What follows belongs to an exercise in optimizing a design on an open flow for small area and a short achievable clock period; a production flow would make more cautious choices.
Function was checked by simulation only, so behaviour that the tests miss may differ from the original.

run A:
==> flow/design.v (excerpt) <==
module butterfly_top_module_8_point(
    input clk,
    input rst,
    input new_input_flag,
    input [15:0] input_real0,
    input [15:0] input_real1,
    input [15:0] input_real2,
    input [15:0] input_real3,
    input [15:0] input_real4,
    input [15:0] input_real5,
    input [15:0] input_real6,
    input [15:0] input_real7,
    input [15:0] input_imag0,
    input [15:0] input_imag1,
    input [15:0] input_imag2,
    input [15:0] input_imag3,
    input [15:0] input_imag4,
    input [15:0] input_imag5,
    input [15:0] input_imag6,
    input [15:0] input_imag7,
    output [15:0] output_real0,
    output [15:0] output_real1,
    output [15:0] output_real2,
    output [15:0] output_real3,
    output [15:0] output_real4,
    output [15:0] output_real5,
    output [15:0] output_real6,
    output [15:0] output_real7,
    output [15:0] output_imag0,
    output [15:0] output_imag1,
    output [15:0] output_imag2,
    output [15:0] output_imag3,
    output [15:0] output_imag4,
    output [15:0] output_imag5,
    output [15:0] output_imag6,
    output [15:0] output_imag7,
    output fft_ready_flag
);
Settings: LEC_CHECK=0, CAP_MARGIN=20, CORE_MARGIN=2, CORE_UTILIZATION=60, SETUP_SLACK_MARGIN=5, SLEW_MARGIN=20, TNS_END_PERCENT=0; clock period 10.0 ns.
standard.sh (not shown) runs the stock make flow with config.mk's settings and CLKGATE_MAP_FILE= SYNTH_SCRIPT=/design/flow/synth_recipe.tcl, a recipe that flattens the netlist after the stock synthesis.
==> flow/flow/run.sh <==
#!/bin/bash
# The standard layout (standard.sh), with the ports buffered by buf_1 cells instead of
# the larger clkdlybuf4s50_1 that buffer_ports picks on its own; every port still gets a buffer.
set -euo pipefail
bash standard.sh "BUFFER_PORTS_ARGS=-buffer_cell sky130_fd_sc_hd__buf_1" finish > standard_sh.log 2>&1
Here is what was changed in the inputs of run B compared with run A.
Settings: clearing SETUP_SLACK_MARGIN, which used to be 5; swapping 60 for 66 in CORE_UTILIZATION.
==> flow/flow/run.sh <==
#!/bin/bash
set -euo pipefail
bash standard.sh "BUFFER_PORTS_ARGS=-buffer_cell sky130_fd_sc_hd__buf_1" SETUP_SLACK_MARGIN=5.8 finish > standard_sh.log 2>&1
==> notes.md <==
Diff run A..run B | sequential share of layout area | negligible
Synthesis-to-layout area growth (higher): run B
Run B ends up with a count of cell instances traversed by the critical path that is 1 higher than in run A.
Going from run A to run B, count of cells along the worst register-to-register path moved up, maximum fanout count along the critical path moved up.
Diff run B..run A | required time of the worst setup path | negligible
Comparing run B and run A, the lower worst setup slack was measured on run A.
Input-level comparison between run C and run B:
Settings: CORE_UTILIZATION now 55, was 66.
Results
- Run C has floorplan row count above what run B had.
- In run C, the count of antenna diodes in the layout came out 10 above the value in run B.
- Changes observed in run C relative to run B: via count of the first global-routing pass decreased 1.8%; non-clock buffer count increased about 0.54%.
- Between run C and run B, the worst endpoint required time does not differ in any meaningful way.
- Comparing critical path depth for run B and run C, the smaller number came from run C.


Starting RTL as in the previous note.
export LEC_CHECK = 0
export CAP_MARGIN = 20
export CORE_MARGIN = 2
export CORE_UTILIZATION = 60
export CTS_BUF_LIST = sky130_fd_sc_hd__clkbuf_4 sky130_fd_sc_hd__clkbuf_8
export SLEW_MARGIN = 20
export TNS_END_PERCENT = 0
create_clock -name core_clock -period 10.0 [get_ports {clk}]
==> flow/flow/run.sh <==
#!/bin/bash
set -euo pipefail
bash standard.sh "BUFFER_PORTS_ARGS=-buffer_cell sky130_fd_sc_hd__buf_1" SETUP_SLACK_MARGIN=5.8 finish > standard_sh.log 2>&1
Then changed:
==> flow/flow/run.sh (replaced) <==
#!/bin/bash
# The standard layout (standard.sh), with the ports buffered by buf_1 cells instead of
# the larger clkdlybuf4s50_1 that buffer_ports picks on its own; every port still gets a buffer.
set -euo pipefail
bash standard.sh "BUFFER_PORTS_ARGS=-buffer_cell sky130_fd_sc_hd__buf_1" finish > standard_sh.log 2>&1
Settings changed: CORE_UTILIZATION 60 to 66, CTS_BUF_LIST sky130_fd_sc_hd__clkbuf_4 sky130_fd_sc_hd__clkbuf_8 to unset, SETUP_SLACK_MARGIN set to 5, TNS_END_PERCENT 0 to unset.
Result:
- The changed run finished with timing, DRC and antenna clean
- setup slack got worse by 0.090 ns
- via count came out higher slightly

## separate check: timing with driven ports
The flow's constraints put no driver on any port. The routed layouts listed below were extracted and timed again, unchanged, in two steps. Step 1, drivers: a clkbuf_16 drives clk and a buf_2 each remaining input, both assumed. Step 2 times the ports against the registers' clock, not the clock port: input delays grow and output delays shrink by t, the midpoint of the rising clock arrivals with the driver on. a / b / c = ideal / step 1 / step 2; a / b = the first two.
| run | t (ns) | setup slack, ns | pins driven straight from the clock port |
|---|---|---|---|
| run A | 0.748 | 5.028 / 5.028 / 4.446 | 1 |
| run B | 0.740 | 5.194 / 5.194 / 4.521 | 1 |
| run C | 0.772 | 5.220 / 5.220 / 4.533 | 1 |
| the first run of note 2 | 0.913 | 5.231 / 5.231 / 4.496 | 1 |
| the second run of note 2 | 0.754 | 5.142 / 5.142 / 4.519 | 1 |
After both steps setup and hold are still met in every run listed. The setup slack of the first run of note 2, which loses most, moves by 0.000 ns with the drivers and by -0.735 ns with both steps.
